Source: an optimization exercise on an open RTL-to-GDS flow (aim: small area and a short achievable clock period). Production flows keep margins and buffers that such runs may drop.
Function was not checked in any run shown here: the RTL went through the layout flow alone.
Power figures rest on the tool's default switching activity, not on a simulated workload.

`design/flow/design.v`:
```
module csa_fa (
    input  a,
    input  b,
    input  c,
    output s,
    output co
);
    assign s = a ^ b ^ c;
    assign co = (a & b) | (a & c) | (b & c);
endmodule
module csa_ha (
    input  a,
    input  b,
    output s,
    output co
);
    assign s = a ^ b;
    assign co = a & b;
endmodule
module csa_han (
    input  a,
    input  b,
    output s,
    output co
);
    assign s = ~(a ^ b);
    assign co = a | b;
endmodule
module sigmoid_activation #(
    parameter WIDTH = 16,
    parameter FRAC_BITS = 11
)(
    input  [15:0] x,
    output [15:0] y
);
    wire neg_sat = x[15] & ~(x[14] & x[13]);
    wire pos_sat = ~x[15] & (x[14] | (x[13] & (|x[12:0])));
    wire [15:0] lin = {~x[15], x[15], x[15], x[15:3]};
    assign y = pos_sat ? 16'hFFFF : (neg_sat ? 16'h0000 : lin);
endmodule
module mac_unit (
    input  clk,
    input  rst_n,
    input  enable,
    input  clear_acc,
    input  [7:0] input_data,
    input  [7:0] weight,
    output [15:0] mac_out,
    output [15:0] activated_out,
    output valid,
    output overflow
);
    reg [8:0] lo_l;
    reg [6:0] up_s;    
    reg [6:0] up_c;
    reg        up_ci;
    reg [15:0] acc_hi;
    reg        hi_p;
    reg        overflow_reg;
    reg        valid_reg;
    wire [6:0] ur_g = up_s & up_c;
    wire [6:0] ur_p = up_s ^ up_c;
    wire ur_g0c = ur_g[0] | (ur_p[0] & up_ci);
    wire ur_g1_1 = ur_g[1] | (ur_p[1] & ur_g0c);
    wire ur_g1_3 = ur_g[3] | (ur_p[3] & ur_g[2]);
    wire ur_p1_3 = ur_p[3] & ur_p[2];
    wire ur_g1_5 = ur_g[5] | (ur_p[5] & ur_g[4]);
    wire ur_p1_5 = ur_p[5] & ur_p[4];
    wire ur_g2_2 = ur_g[2] | (ur_p[2] & ur_g1_1);
    wire ur_g2_3 = ur_g1_3 | (ur_p1_3 & ur_g1_1);
    wire ur_g2_6 = ur_g[6] | (ur_p[6] & ur_g1_5);
    wire ur_p2_6 = ur_p[6] & ur_p1_5;
    wire ur_g3_4 = ur_g[4] | (ur_p[4] & ur_g2_3);
    wire ur_g3_5 = ur_g1_5 | (ur_p1_5 & ur_g2_3);
    wire ur_g3_6 = ur_g2_6 | (ur_p2_6 & ur_g2_3);
    wire [6:0] ur_s = ur_p ^ {ur_g3_5, ur_g3_4, ur_g2_3, ur_g2_2, ur_g1_1, ur_g0c, up_ci};
    wire ur_co = ur_g3_6;
    wire [15:0] acc = {ur_s, lo_l};
    wire hi_inc = hi_p | ur_co;
    wire hi_fb = acc_hi[15] ^ acc_hi[11] ^ acc_hi[2] ^ acc_hi[0] ^ ~(|acc_hi[14:0]);
    wire [15:0] hi_step = {acc_hi[14:0], hi_fb};
    wire hi_full = (acc_hi == 16'h8000);
    wire [15:0] hi_n = (hi_inc ? hi_step : acc_hi) & {16{~clear_acc}};
    wire ovf = overflow_reg | (hi_inc & hi_full);
    wire [7:0] a_g = input_data & {8{enable}};
    wire [15:0] lo_m = acc & {16{~clear_acc}};
    wire [63:0] ppt;
    wire [15:0] acct = lo_m;
    genvar gi, gj;
    generate
        for (gi = 0; gi < 8; gi = gi + 1) begin : g_pp_i
            for (gj = 0; gj < 8; gj = gj + 1) begin : g_pp_j
                assign ppt[gi*8+gj] = (a_g[gi] & weight[gj]);
            end
        end
    endgenerate
    wire ts1, tc2, ts3, tc4, ts5, tc6, ts7, tc8, ts9, tc10, ts11, tc12, ts13, tc14, ts15, tc16, ts17, tc18, ts19, tc20, ts21, tc22, ts23, tc24, ts25, tc26, ts27, tc28, ts29, tc30, ts31, tc32, ts33, tc34, ts35, tc36, ts37, tc38, ts39, tc40, ts41, tc42, ts43, tc44, ts45, tc46, ts47, tc48, ts49, tc50, ts51, tc52, ts53, tc54, ts55, tc56, ts57, tc58, ts59, tc60, ts61, tc62, ts63, tc64, ts65, tc66, ts67, tc68, ts69, tc70, ts71, tc72, ts73, tc74, ts75, tc76, ts77, tc78, ts79, tc80, ts81, tc82, ts83, tc84, ts85, tc86, ts87, tc88, ts89, tc90, ts91, tc92, ts93, tc94, ts95, tc96, ts97, tc98, ts99, tc100, ts101, tc102, ts103, tc104, ts105, tc106, ts107, tc108, ts109, tc110, ts111, tc112;
    csa_ha u_ts1 (.a(acct[5]), .b(ppt[12]), .s(ts1), .co(tc2));
    csa_fa u_ts3 (.a(acct[6]), .b(ppt[13]), .c(ppt[20]), .s(ts3), .co(tc4));
    csa_ha u_ts5 (.a(ppt[27]), .b(ppt[34]), .s(ts5), .co(tc6));
    csa_fa u_ts7 (.a(acct[7]), .b(ppt[14]), .c(ppt[21]), .s(ts7), .co(tc8));
    csa_fa u_ts9 (.a(ppt[28]), .b(ppt[35]), .c(ppt[42]), .s(ts9), .co(tc10));
    csa_ha u_ts11 (.a(ppt[49]), .b(ppt[56]), .s(ts11), .co(tc12));
    csa_fa u_ts13 (.a(acct[8]), .b(ppt[15]), .c(ppt[22]), .s(ts13), .co(tc14));
    csa_fa u_ts15 (.a(ppt[29]), .b(ppt[36]), .c(ppt[43]), .s(ts15), .co(tc16));
    csa_ha u_ts17 (.a(ppt[50]), .b(ppt[57]), .s(ts17), .co(tc18));
    csa_fa u_ts19 (.a(acct[9]), .b(ppt[23]), .c(ppt[30]), .s(ts19), .co(tc20));
    csa_fa u_ts21 (.a(ppt[37]), .b(ppt[44]), .c(ppt[51]), .s(ts21), .co(tc22));
    csa_fa u_ts23 (.a(acct[10]), .b(ppt[31]), .c(ppt[38]), .s(ts23), .co(tc24));
    csa_ha u_ts25 (.a(acct[3]), .b(ppt[10]), .s(ts25), .co(tc26));
    csa_fa u_ts27 (.a(acct[4]), .b(ppt[11]), .c(ppt[18]), .s(ts27), .co(tc28));
    csa_ha u_ts29 (.a(ppt[25]), .b(ppt[32]), .s(ts29), .co(tc30));
    csa_fa u_ts31 (.a(ppt[19]), .b(ppt[26]), .c(ppt[33]), .s(ts31), .co(tc32));
    csa_fa u_ts33 (.a(ppt[40]), .b(ppt[5]), .c(ts1), .s(ts33), .co(tc34));
    csa_fa u_ts35 (.a(ppt[41]), .b(ppt[48]), .c(ppt[6]), .s(ts35), .co(tc36));
    csa_fa u_ts37 (.a(tc2), .b(ts5), .c(ts3), .s(ts37), .co(tc38));
    csa_fa u_ts39 (.a(ppt[7]), .b(tc6), .c(ts11), .s(ts39), .co(tc40));
    csa_fa u_ts41 (.a(tc4), .b(ts7), .c(ts9), .s(ts41), .co(tc42));
    csa_fa u_ts43 (.a(tc12), .b(ts17), .c(tc10), .s(ts43), .co(tc44));
    csa_fa u_ts45 (.a(tc8), .b(ts13), .c(ts15), .s(ts45), .co(tc46));
    csa_fa u_ts47 (.a(ppt[58]), .b(tc18), .c(tc14), .s(ts47), .co(tc48));
    csa_fa u_ts49 (.a(tc16), .b(ts19), .c(ts21), .s(ts49), .co(tc50));
    csa_fa u_ts51 (.a(ppt[45]), .b(ppt[52]), .c(ppt[59]), .s(ts51), .co(tc52));
    csa_fa u_ts53 (.a(tc20), .b(tc22), .c(ts23), .s(ts53), .co(tc54));
    csa_fa u_ts55 (.a(acct[11]), .b(ppt[39]), .c(ppt[46]), .s(ts55), .co(tc56));
    csa_fa u_ts57 (.a(ppt[53]), .b(ppt[60]), .c(tc24), .s(ts57), .co(tc58));
    csa_fa u_ts59 (.a(acct[12]), .b(ppt[47]), .c(ppt[54]), .s(ts59), .co(tc60));
    csa_ha u_ts61 (.a(acct[2]), .b(ppt[16]), .s(ts61), .co(tc62));
    csa_fa u_ts63 (.a(ppt[17]), .b(ppt[24]), .c(ppt[3]), .s(ts63), .co(tc64));
    csa_fa u_ts65 (.a(ppt[4]), .b(tc26), .c(ts29), .s(ts65), .co(tc66));
    csa_fa u_ts67 (.a(tc30), .b(tc28), .c(ts31), .s(ts67), .co(tc68));
    csa_fa u_ts69 (.a(tc32), .b(ts35), .c(tc34), .s(ts69), .co(tc70));
    csa_fa u_ts71 (.a(tc36), .b(ts39), .c(tc38), .s(ts71), .co(tc72));
    csa_fa u_ts73 (.a(tc40), .b(ts43), .c(tc42), .s(ts73), .co(tc74));
    csa_fa u_ts75 (.a(tc44), .b(ts47), .c(tc46), .s(ts75), .co(tc76));
    csa_fa u_ts77 (.a(ts51), .b(tc48), .c(tc50), .s(ts77), .co(tc78));
    csa_fa u_ts79 (.a(tc52), .b(ts55), .c(ts57), .s(ts79), .co(tc80));
    csa_fa u_ts81 (.a(ppt[61]), .b(tc56), .c(ts59), .s(ts81), .co(tc82));
    csa_fa u_ts83 (.a(acct[13]), .b(ppt[55]), .c(ppt[62]), .s(ts83), .co(tc84));
    csa_ha u_ts85 (.a(acct[1]), .b(ppt[1]), .s(ts85), .co(tc86));
    csa_fa u_ts87 (.a(ppt[2]), .b(ppt[9]), .c(ts61), .s(ts87), .co(tc88));
    csa_fa u_ts89 (.a(tc62), .b(ts25), .c(ts63), .s(ts89), .co(tc90));
    csa_fa u_ts91 (.a(tc64), .b(ts27), .c(ts65), .s(ts91), .co(tc92));
    csa_fa u_ts93 (.a(tc66), .b(ts33), .c(ts67), .s(ts93), .co(tc94));
    csa_fa u_ts95 (.a(tc68), .b(ts37), .c(ts69), .s(ts95), .co(tc96));
    csa_fa u_ts97 (.a(ts41), .b(tc70), .c(ts71), .s(ts97), .co(tc98));
    csa_fa u_ts99 (.a(ts45), .b(tc72), .c(ts73), .s(ts99), .co(tc100));
    csa_fa u_ts101 (.a(ts49), .b(tc74), .c(ts75), .s(ts101), .co(tc102));
    csa_fa u_ts103 (.a(ts53), .b(tc76), .c(ts77), .s(ts103), .co(tc104));
    csa_fa u_ts105 (.a(tc54), .b(tc78), .c(ts79), .s(ts105), .co(tc106));
    csa_fa u_ts107 (.a(tc58), .b(ts81), .c(tc80), .s(ts107), .co(tc108));
    csa_fa u_ts109 (.a(tc60), .b(ts83), .c(tc82), .s(ts109), .co(tc110));
    csa_fa u_ts111 (.a(acct[14]), .b(ppt[63]), .c(tc84), .s(ts111), .co(tc112));
    wire [15:0] row_a = {acct[15], ts111, ts109, tc106, tc104, tc102, tc100, tc98, tc96, tc94, tc92, tc90, tc88, tc86, ppt[8], acct[0]};
    wire [15:0] row_b = {tc112, tc110, tc108, ts107, ts105, ts103, ts101, ts99, ts97, ts95, ts93, ts91, ts89, ts87, ts85, ppt[0]};
    wire [8:0] lr_g = row_a[8:0] & row_b[8:0];
    wire [8:0] lr_p = row_a[8:0] ^ row_b[8:0];
    wire lr_g1_1 = lr_g[1] | (lr_p[1] & lr_g[0]);
    wire lr_g1_3 = lr_g[3] | (lr_p[3] & lr_g[2]);
    wire lr_p1_3 = lr_p[3] & lr_p[2];
    wire lr_g1_5 = lr_g[5] | (lr_p[5] & lr_g[4]);
    wire lr_p1_5 = lr_p[5] & lr_p[4];
    wire lr_g1_7 = lr_g[7] | (lr_p[7] & lr_g[6]);
    wire lr_p1_7 = lr_p[7] & lr_p[6];
    wire lr_g2_2 = lr_g[2] | (lr_p[2] & lr_g1_1);
    wire lr_g2_3 = lr_g1_3 | (lr_p1_3 & lr_g1_1);
    wire lr_g2_6 = lr_g[6] | (lr_p[6] & lr_g1_5);
    wire lr_p2_6 = lr_p[6] & lr_p1_5;
    wire lr_g2_7 = lr_g1_7 | (lr_p1_7 & lr_g1_5);
    wire lr_p2_7 = lr_p1_7 & lr_p1_5;
    wire lr_g3_4 = lr_g[4] | (lr_p[4] & lr_g2_3);
    wire lr_g3_5 = lr_g1_5 | (lr_p1_5 & lr_g2_3);
    wire lr_g3_6 = lr_g2_6 | (lr_p2_6 & lr_g2_3);
    wire lr_g3_7 = lr_g2_7 | (lr_p2_7 & lr_g2_3);
    wire lr_g4_8 = lr_g[8] | (lr_p[8] & lr_g3_7);
    wire [8:0] lr_s = lr_p ^ {lr_g3_7, lr_g3_6, lr_g3_5, lr_g3_4, lr_g2_3, lr_g2_2, lr_g1_1, lr_g[0], 1'b0};
    wire lr_co = lr_g4_8;
    wire c16 = 1'b0;
    always @(posedge clk or negedge rst_n) begin
        if (!rst_n) begin
            lo_l <= 9'd0;
            up_s <= 7'd0;
            up_c <= 7'd0;
            up_ci <= 1'b0;
            acc_hi <= 16'd0;
            hi_p <= 1'b0;
            overflow_reg <= 1'b0;
            valid_reg <= 1'b0;
        end else begin
            lo_l <= lr_s;
            up_s <= row_a[15:9];
            up_c <= row_b[15:9];
            up_ci <= lr_co;
            acc_hi <= hi_n;
            hi_p <= c16;
            overflow_reg <= ~clear_acc & ovf;
            valid_reg <= enable;
        end
    end
    assign overflow = ovf;
    assign valid = valid_reg;
    assign mac_out = acc;
    sigmoid_activation activation (
        .x(acc),
        .y(activated_out)
    );
endmodule
module mac_array (
    input  clk,
    input  rst_n,
    input  [3:0] enable,
    input  [3:0] clear_acc,
    input  [31:0] input_data,
    input  [31:0] weight,
    output [63:0] mac_out,
    output [63:0] activated_out,
    output [3:0] valid,
    output [3:0] overflow
);
    genvar i;
    generate
        for (i = 0; i < 4; i = i + 1) begin : mac_channels
            mac_unit mac_inst (
                .clk(clk),
                .rst_n(rst_n),
                .enable(enable[i]),
                .clear_acc(clear_acc[i]),
                .input_data(input_data[8*i+7:8*i]),
                .weight(weight[8*i+7:8*i]),
                .mac_out(mac_out[16*i+15:16*i]),
                .activated_out(activated_out[16*i+15:16*i]),
                .valid(valid[i]),
                .overflow(overflow[i])
            );
        end
    endgenerate
endmodule
```
`design/flow/standard.sh`:
```
#!/bin/bash
# synth_recipe.tcl (not shown) runs the flow's synth.tcl, then flattens the netlist and writes it again
# the make line also repeats each setting of config.mk as NAME=value (left out here)
make -C /OpenROAD-flow-scripts/flow DESIGN_CONFIG=/design/flow/config.mk WORK_HOME=/design/flow/orfs CLKGATE_MAP_FILE= SYNTH_SCRIPT=/design/flow/synth_recipe.tcl "${@:-finish}"
```
`design/flow/constraint.sdc`:
```
create_clock -name core_clock -period 8.5 [get_ports {clk}]
set_input_delay 1.7000 -clock core_clock [delete_from_list [all_inputs] [get_ports {clk}]]
set_output_delay 1.7000 -clock core_clock [all_outputs]
set_load 0.01 [all_outputs]
```
`design/flow/flow/run.sh`:
```
#!/bin/bash
# Layout flow: the standard ORFS flow with two changes.
#  1. Synthesis extracts full/half adder cells only inside the carry-save
#     cells (csa_fa, csa_ha); the other adders are left to ABC, so their
#     carry chains are not built from slow full-adder cells.  Registers are
#     untouched, so they match the standard synthesis.
#  2. The port buffers use the smallest buffer cell; timing repair upsizes
#     the ones on critical paths.
set -euo pipefail
HERE=$PWD
sed 's/^\(  extract_fa {\*}\[dont_use_extract_fa_args\]\)$/\1 csa_fa csa_ha/' \
  "$FLOW_HOME/scripts/synth.tcl" > "$HERE/synth_sel.tcl"
grep -q 'dont_use_extract_fa_args\] csa_fa csa_ha' "$HERE/synth_sel.tcl"
sed "s#^source \$::env(SCRIPTS_DIR)/synth.tcl\$#source $HERE/synth_sel.tcl#" \
  "$HERE/synth_recipe.tcl" > "$HERE/synth_recipe_sel.tcl"
grep -q "source $HERE/synth_sel.tcl" "$HERE/synth_recipe_sel.tcl"
export BUFFER_PORTS_ARGS="-buffer_cell sky130_fd_sc_hd__buf_1"
bash standard.sh SYNTH_SCRIPT="$HERE/synth_recipe_sel.tcl" finish > standard.log 2>&1
```
`design/flow/config.mk`:
```
export PLATFORM = sky130hd
export DESIGN_NAME = mac_array
export DESIGN_NICKNAME = mac_array
export VERILOG_FILES = /design/flow/design.v
export SDC_FILE = /design/flow/constraint.sdc
export NUM_CORES = 4
export LEC_CHECK = 0
export CAP_MARGIN = 20
export CORE_MARGIN = 2
export CORE_UTILIZATION = 40
export CTS_BUF_LIST = sky130_fd_sc_hd__clkbuf_4 sky130_fd_sc_hd__clkbuf_8
export SETUP_SLACK_MARGIN = 3.8
export SLEW_MARGIN = 20
export SYNTH_HIERARCHICAL = 1
```
==> flow_summary.toml, run 1 <==
[run_status]
outcome = "no timing/DRC/antenna violations"

[floorplanning]
initial_utilization_pct = 40.5
fp.dieW_um = 204
placeableCoreArea_um2 = 39600
floorplan.rows = 73
chipHeight_um = 204
io-pin-count = 210
dieArea_um2 = 41800

[sta]
fin_crit_sh_pct = 56.4
final-max-slew-violation-count = 0
maximum_clock_rate_ghz = 0.208
worst_pin_slew_ns = 0.909
min_period_ns = 4.80
report.final.hold_viol_count = 0
setup_ws_ns = 3.70
timing.clock.skew_ns = 0.0187
timing.max_slew.rel_slack_pct = 39.4
rsz_0062_raised_after_global_routing = "yes"
setup_viol_count_final = 0
finalSetupTns_ns = 0

[setup_path]
worst-r2r-setup-slack_ns = 4.92
crit_required_ns = 6.80
worst_ep_arrival_time_ns = 3.10
crit_chain = "maj3_4 > a221oi_4 > nor3_2 > maj3_2 > xnor2_4 > buf_6 > nor4_4 > and4_4 > buf_4 > o2bb2ai_4 > buf_6"
cp-end-kind = "output port"
critical_path_peak_fanout = 6
critical_path_depth = 11
timing.critical_path.from = "mac_channels[0].mac_inst.up_ci"
worstSetupStartpointType = "flip-flop"
critical_path_buf_inv_count = 3
regToRegStartpoint = "mac_channels[0].mac_inst.up_ci"
crit_type = "flip-flop to output port"
crit_end = "activated_out[2]"
critical_path.max_stage_delay_ns = 0.42
slowest_stage = "dfrtp_1"
cp_top_family = "adder cells"
worst_r2r_endpoint = "mac_channels[0].mac_inst.up_c[3]"
worst_case_reg_to_reg_path_depth = 10
crit_top_cell = "buf_6"

[place]
port_buffers = 209
place_ws_ns = 2.91
dpl.hpwl_mm = 28.5
gp_congestion = 0.822

[power]
p_clk_share_pct = 9.1
switching_share_pct = 46.8
p_per_area_nw_per_um2 = 339
p_seq_share_pct = 19.7
leakagePower_uw = 0.00882
combinationalPowerShare_pct = 71.2
intPower_uw = 3460
net-switching-power_uw = 3040
vdd_ir_drop_max_uv = 170

[synth]
synth_edf_count = 0
postSynthCellCount = 1456
synth.top_cells.by_count = "and3_1, fa_1, dfrtp_1"
synth_area_per_cell_um2 = 11.0
ys_top_cells_by_area = "dfrtp_1, fa_1, and3_1"
cell_area_after_synthesis_um2 = 16100
syn-num-nets = 1754
cell_accounting_for_the_most_synthesized_area = "dfrtp_1"
yosys_register_bits = 168
ys_types = 55
synth_largest_type_area_fraction_pct = 26.2
synth_sequential_area_ratio_pct = 26.2
yosys_most_used_dff = "dfrtp_1"
synth.most_common_cell = "and3_1"
async_flop_share_pct = 100
yosys_warnings = 7

[cts]
maximum_clock_insertion_buffer_count = 2
clock-root-buffer = "clkbuf_8"
clk_pin_slew_ns = 0.10
htreeDepth = 4
cts_tree = "yes"
postCtsHoldBufs = 0
clock-sinks = 168
number_of_buffers_created_by_cts = 17
insertion_delay_ns = 0.49

[cells_and_area]
final_layout_size_suffix_gt1_share_pct = 20.4
layout.filler_cells = 3590
layout-area-overhead-vs-synth_pct = 19.5
regMostFlops = "mac_channels.mac_inst.acc_hi"
net_count_of_the_finished_layout = 1969
reg_top3 = "mac_channels.mac_inst.acc_hi: 64 flops, mac_channels.mac_inst.lo_l: 36 flops"
largest_reg_flops = 64
antenna-diode-count = 0
multi_input_combinational_cell_area_um2 = 12200
seqCellArea_um2 = 4210

[routing]
ant_nets = 0
detailedRoute.firstIterationViolations = 600
drc = 0
postRouteWirelength_mm = 40.0
vias = 12003
route.detailed.vias_per_inst = 5.43
wire_per_inst_um = 18.1
detail_route.first_pass.iterations = 5

[global_routing]
pin_count_of_the_biggest_net_entering_global_routing = 69
use_met2_pct = 32.0
track_usage_pct = 19.2
first_pass_grt_wire_length_mm = 64.3
global_route.usage.met1_pct = 26.1
grt_overflow_total = 0
grt_use_met3_pct = 3.19
busiest_layer = "met2"
first_global_vias = 12298
initial_antenna_violation_count = 0

[run]
max_cap_viol_count = 0

[worst_hold_path]
worst_hold_class = "flip-flop to flip-flop"
-- cells in the final DEF (no fill, tap or decap), types with 8 or more instances in the layout --
cell	count
clkbuf_2	8
buf_2	31
nand3_1	8
inv_1	19
nor2b_1	60
nor2_1	28
and3_1	240
o2bb2ai_2	26
nand2_1	31
a31oi_1	8
o21ai_0	12
buf_1	146
maj3_2	24
xor2_1	12
nor3_1	12
buf_4	50
mux2i_1	60
buf_6	32
nor4_1	20
and3_4	8
nand3b_1	8
maj3_1	8
o211ai_1	8
a21o_1	8
xnor2_4	11
a21oi_1	28
nand2_4	9
o2bb2ai_4	11
nand2b_1	64
clkbuf_8	18
ha_1	32
fa_1	188
xnor2_1	104
dfrtp_1	166
-- cell families (layout without fill, tap and decap cells) --
kind of cell | count (synthesis) | count (layout) | synth area share (%)
and+or+nand+nor | 552 | 559 | 20.7
adders and majority gates | 260 | 260 | 28.9
AOI/OAI and AO/OA | 176 | 177 | 8.29
DFF | 168 | 168 | 26.2
xor gates and xnor gates | 132 | 132 | 7.20
buffers and inverters | 108 | 328 | 5.02
muxes | 60 | 60 | 3.74
-- stage by stage --
stage / utilization (%) / hold slack [ns] / area (um2) / power [uW] / std cells
6_report: 48.4 / 0.533 / 19200 / 6500 / 2209
5_1_grt: 48.4 / 0.552 / 19200 / 6970 / 2209
4_1_cts: 46.3 / 0.536 / 18300 / 5820 / 2180
3_5_place_dp: 42.8 / 0.521 / 17000 / 4550 / 2111
3_3_place_gp: 42.8 / 0.513 / 17000 / 4480 / 2111
2_1_floorplan: - / 0.500 / 16400 / 3720 / 1456
-- power groups by stage --
stage	Sequential (uW)	Clock, uW	Combinational [uW]
3_3_place_gp	1250	0	3230
5_1_grt	1310	651	5010
6_report	1280	591	4630
3_5_place_dp	1260	0	3290
2_1_floorplan	1180	0	2540
4_1_cts	1260	619	3940
-- worst min-delay path by stage --
stage	cells past startpoint	to	from	slack [ns]
after floorplan	2	mac_channels[0].mac_inst.overflow_reg	mac_channels[0].mac_inst.overflow_reg	0.50
after global placement	2	mac_channels[2].mac_inst.overflow_reg	mac_channels[2].mac_inst.overflow_reg	0.51
after detailed placement	2	mac_channels[1].mac_inst.overflow_reg	mac_channels[1].mac_inst.overflow_reg	0.52
after CTS	2	mac_channels[1].mac_inst.overflow_reg	mac_channels[1].mac_inst.overflow_reg	0.54
after global routing	2	mac_channels[3].mac_inst.overflow_reg	mac_channels[3].mac_inst.overflow_reg	0.55
final	2	mac_channels[1].mac_inst.overflow_reg	mac_channels[1].mac_inst.overflow_reg	0.53
-- modules after synthesis, one instance, submodules excluded, a selection --
module	times used	cells
mac_unit	4	282
sigmoid_activation	4	26
csa_fa	192	1
csa_ha	32	1
-- what timing repair did --
item | in CTS | in global routing
endpoints found under the setup margin | 66 | 69
buffers inserted | 31 | 24
pin swaps | 35 | 33
cloned | 6 | 5
gates resized for setup | 133 | 179
-- per-layer routing --
metal / share of wire [%] / routed length [um] / vias to the layer above
li1: - / - / 5592
met1: 45 / 17900 / 6126
met2: 50 / 19900 / 246
met3: 4.0 / 1600 / 39
met4: 1.5 / 590 / 0
met5: 0 / 0 / -
-- worst min-delay path, cell delays in order (launching register included) --
cell and delay, ns:
dfrtp_1 0.37, inv_1 0.06, o22ai_1 0.07
-- cell type report --
| type | count | area share (%) |
|---|---|---|
| tap | 525 | 3.42 |
| timing repair buffer | 276 | 8.56 |
| multi-input combinational | 1188 | 63.6 |
| inverter | 20 | 0.391 |
| clock buffer | 19 | 1.33 |
| sequential | 168 | 21.9 |
| clock inverter | 13 | 0.763 |
==> run 2, diff against run 1 <==
--- a/design/flow/design.v
+++ b/design/flow/design.v
@@ -77,11 +77,8 @@
     wire ur_co = ur_g3_6;
     wire [15:0] acc = {ur_s, lo_l};
     wire hi_inc = hi_p | ur_co;
-    wire hi_fb = acc_hi[15] ^ acc_hi[11] ^ acc_hi[2] ^ acc_hi[0] ^ ~(|acc_hi[14:0]);
-    wire [15:0] hi_step = {acc_hi[14:0], hi_fb};
-    wire hi_full = (acc_hi == 16'h8000);
-    wire [15:0] hi_n = (hi_inc ? hi_step : acc_hi) & {16{~clear_acc}};
-    wire ovf = overflow_reg | (hi_inc & hi_full);
+    wire ovf = overflow_reg | (hi_inc & (&acc_hi));
+    wire [15:0] hi_n = (acc_hi + {15'd0, hi_inc}) & {16{~clear_acc}};
     wire [7:0] a_g = input_data & {8{enable}};
     wire [15:0] lo_m = acc & {16{~clear_acc}};
     wire [63:0] ppt;
--- a/design/flow/config.mk
+++ b/design/flow/config.mk
@@ -9,6 +9,6 @@
 export CORE_MARGIN = 2
 export CORE_UTILIZATION = 40
 export CTS_BUF_LIST = sky130_fd_sc_hd__clkbuf_4 sky130_fd_sc_hd__clkbuf_8
-export SETUP_SLACK_MARGIN = 3.8
+export SETUP_SLACK_MARGIN = 4.0
 export SLEW_MARGIN = 20
 export SYNTH_HIERARCHICAL = 1
==> run 2 against run 1 <==
Net effect: largest power group unchanged; register-to-register slack got worse by 0.22 ns; utilization grew 0.22 points; fmax shrank 3.7%; final area down 2.8%; clock power shrank 9.3%.
==> flow_summary.toml, run 2 <==
[setup_path]
crit_required_ns = 6.80
worst_ep_arrival_time_ns = 3.28
worst_case_reg_to_reg_path_depth = 8
worst_r2r_endpoint = "mac_channels[2].mac_inst.up_c[3]"
worstSetupStartpointType = "flip-flop"
crit_top_cell = "maj3_2"
critical_path.max_stage_delay_ns = 0.41
worst-r2r-setup-slack_ns = 4.70
crit_chain = "maj3_2 > a221o_2 > a21o_4 > maj3_2 > maj3_2 > xnor2_4 > inv_2 > o21ai_4 > buf_6 > o21ai_4 > buf_2"
critical_path_peak_fanout = 7
crit_type = "flip-flop to output port"
cp-end-kind = "output port"
slowest_stage = "dfrtp_1"
regToRegStartpoint = "mac_channels[2].mac_inst.up_ci"

[cts]
maximum_clock_insertion_buffer_count = 2
insertion_delay_ns = 0.47
clk_pin_slew_ns = 0.09
clock-sinks = 168
postCtsHoldBufs = 0
htreeDepth = 4
cts_tree = "yes"
clock-root-buffer = "clkbuf_8"
number_of_buffers_created_by_cts = 17

[routing]
wire_per_inst_um = 17.7
drc = 0
detail_route.first_pass.iterations = 7
vias = 12195
detailedRoute.firstIterationViolations = 653
postRouteWirelength_mm = 39.3
route.detailed.vias_per_inst = 5.49
ant_nets = 0

[synth]
postSynthCellCount = 1472
syn-num-nets = 1770
synth_edf_count = 0
synth_area_per_cell_um2 = 10.5
ys_types = 47
synth_largest_type_area_fraction_pct = 27.2
ys_top_cells_by_area = "dfrtp_1, fa_1, and3_1"
async_flop_share_pct = 100
cell_area_after_synthesis_um2 = 15500
cell_accounting_for_the_most_synthesized_area = "dfrtp_1"
synth.most_common_cell = "and3_1"
synth_sequential_area_ratio_pct = 27.2
synth.top_cells.by_count = "and3_1, fa_1, dfrtp_1"
yosys_warnings = 7
yosys_register_bits = 168
yosys_most_used_dff = "dfrtp_1"

[worst_hold_path]
worst_hold_startpoint = "mac_channels[0].mac_inst.acc_hi[6]"
timing.hold.worst_endpoint = "mac_channels[0].mac_inst.acc_hi[6]"
timing.hold.worst_path_depth = 2
worst_hold_class = "flip-flop to flip-flop"

[floorplanning]
placeableCoreArea_um2 = 38400
chipHeight_um = 201
initial_utilization_pct = 40.3
floorplan.rows = 72
dieArea_um2 = 40300
io-pin-count = 210
fp.dieW_um = 201

[cells_and_area]
regMostFlops = "mac_channels.mac_inst.acc_hi"
finalNonFillerCells = 2220
largest_reg_flops = 64
layout-area-overhead-vs-synth_pct = 20.6
net_count_of_the_finished_layout = 1988
final_layout_size_suffix_gt1_share_pct = 21.2
reg_top3 = "mac_channels.mac_inst.acc_hi: 64 flops, mac_channels.mac_inst.lo_l: 36 flops"
layout_common_cells = "and3_1, fa_1, dfrtp_1"
antenna-diode-count = 0
layout.cells.most_common = "and3_1"

[place]
place_ws_ns = 3.08
dp.cells = 2128
gp_congestion = 0.837
dpl.hpwl_mm = 27.6
port_buffers = 209

[sta]
min_period_ns = 4.98
report.final.hold_viol_count = 0
timing.clock.skew_ns = 0.0175
finalSetupTns_ns = 0
maximum_clock_rate_ghz = 0.201
rsz_0062_raised_after_global_routing = "yes"
worst_pin_slew_ns = 0.836
timing.max_slew.rel_slack_pct = 44.3
final-max-slew-violation-count = 0
fin_crit_sh_pct = 58.6
hold_ws_ns = 0.540
setup_viol_count_final = 0
setup_ws_ns = 3.52

[power]
vdd_ir_drop_max_uv = 199
p_per_area_nw_per_um2 = 329
leakagePower_uw = 0.00876

[run]
max_cap_viol_count = 0

[global_routing]
grt_overflow_total = 0
track_usage_pct = 19.8
first_pass_grt_wire_length_mm = 64.8
first_global_vias = 12369
initial_antenna_violation_count = 0
pin_count_of_the_biggest_net_entering_global_routing = 70

[run_status]
outcome = "no timing/DRC/antenna violations"
[run 2: kinds of logic (layout without fill, tap and decap cells)]
| group | count (synthesis) | after routing | share of synthesized area (%) |
|---|---|---|---|
| xor+xnor | 164 | 164 | 9.48 |
| mux | 12 | 12 | 0.874 |
| flops | 168 | 168 | 27.2 |
| buf+inv | 100 | 323 | 2.85 |
| fa+ha+maj | 248 | 248 | 29.1 |
| compound gates | 160 | 162 | 7.86 |
| simple gates | 620 | 625 | 22.7 |
[run 2: critical path: cells and delay by family (launching register included)]
family / cells / cell delay [ns]
fa+ha+maj: 3 / 1.02
xor+xnor: 1 / 0.15
buf+inv: 3 / 0.43
flops: 1 / 0.41
compound gates: 4 / 0.81
[run 2: what timing repair did]
item,CTS,global route
endpoints found under the setup margin,87,82
pin swaps,72,15
cloned,9,1
gates resized for setup,168,84
setup buffers,37,14
[run 2: power breakdown]
group          internal, uW  total [uW]  switching (uW)
Clock                   210         536             326
Combinational          2050        4400            2350
Sequential              990        1200             208
[run 2: cell type report]
class	instances	area [um2]
Clock buffer	19	249
Multi-Input combinational cell	1211	11700
Fill cell	3544	19700
Tap cell	518	648
Inverter	20	77.6
Clock inverter	12	96.3
Sequential cell	168	4200
Timing Repair Buffer	272	1640
[run 2: per-module statistics from Yosys (local to each module, per instance), excerpt]
module,cells,flops+latches,times used
sigmoid_activation,26,0,4
csa_ha,1,0,32
csa_fa,1,0,192
mac_unit,286,42,4
[run 2: how the worst max path moves through the flow]
| stage | from | to | slack, ns |
|---|---|---|---|
| floorplan | enable[0] | mac_channels[0].mac_inst.up_ci | 3.79 |
| global placement | enable[1] | mac_channels[1].mac_inst.up_ci | 3.17 |
| detailed placement | enable[1] | mac_channels[1].mac_inst.up_ci | 3.08 |
| CTS | mac_channels[1].mac_inst.up_s[0] | activated_out[29] | 3.49 |
| global route | mac_channels[0].mac_inst.up_s[0] | activated_out[12] | 3.37 |
| finish | mac_channels[0].mac_inst.up_s[0] | activated_out[12] | 3.52 |
[run 2: per-stage QoR]
stage	power (uW)	util, %	cell area (um2)
CTS	5860	47.4	18200
floorplan	3760	-	16000
finish	6140	48.6	18700
global placement	4660	44.1	16900
global route	6590	48.6	18700
detailed placement	4710	44.1	16900
[run 2: routing by layer]
metal / part of all wire [%] / vias to the layer above / global-route usage, %
met2: 49 / 288 / 32.4
met3: 4.3 / 34 / 3.31
met4: 1.3 / 0 / 5.37
met5: 0 / - / 0
met1: 45 / 6263 / 27.3
li1: - / 5610 / -

-- static timing again, ports no longer ideal --
The flow's constraints put no driver on any port. The routed layouts listed below were extracted and timed again, unchanged, in two steps. Step 1: set_driving_cell puts a clkbuf_16 on clk and a buf_2 on each other input, an assumption about the parent block. Step 2 adds t to the input delays and takes it off the output delays; t is the mean of the earliest and latest rising clock arrival at the registers after step 1. Input paths then give back, and output paths get back, about the clock's delay inside the block. Three values: no drivers, after step 1, after step 2; two values: the first two.
run	t (ns)	setup slack, ns	worst setup path after step 2	latest minus earliest clock arrival (ns)	cell pins on the clock port's net
run 1	0.532	3.702 / 3.653 / 3.385	input to register	0.019 / 0.020	1
run 2	0.510	3.519 / 3.469 / 3.572	input to register	0.018 / 0.018	1
After both steps every run listed still meets setup and hold. For run 1, which loses most, drivers alone change the setup slack by -0.049 ns; drivers and shift together by -0.317 ns.
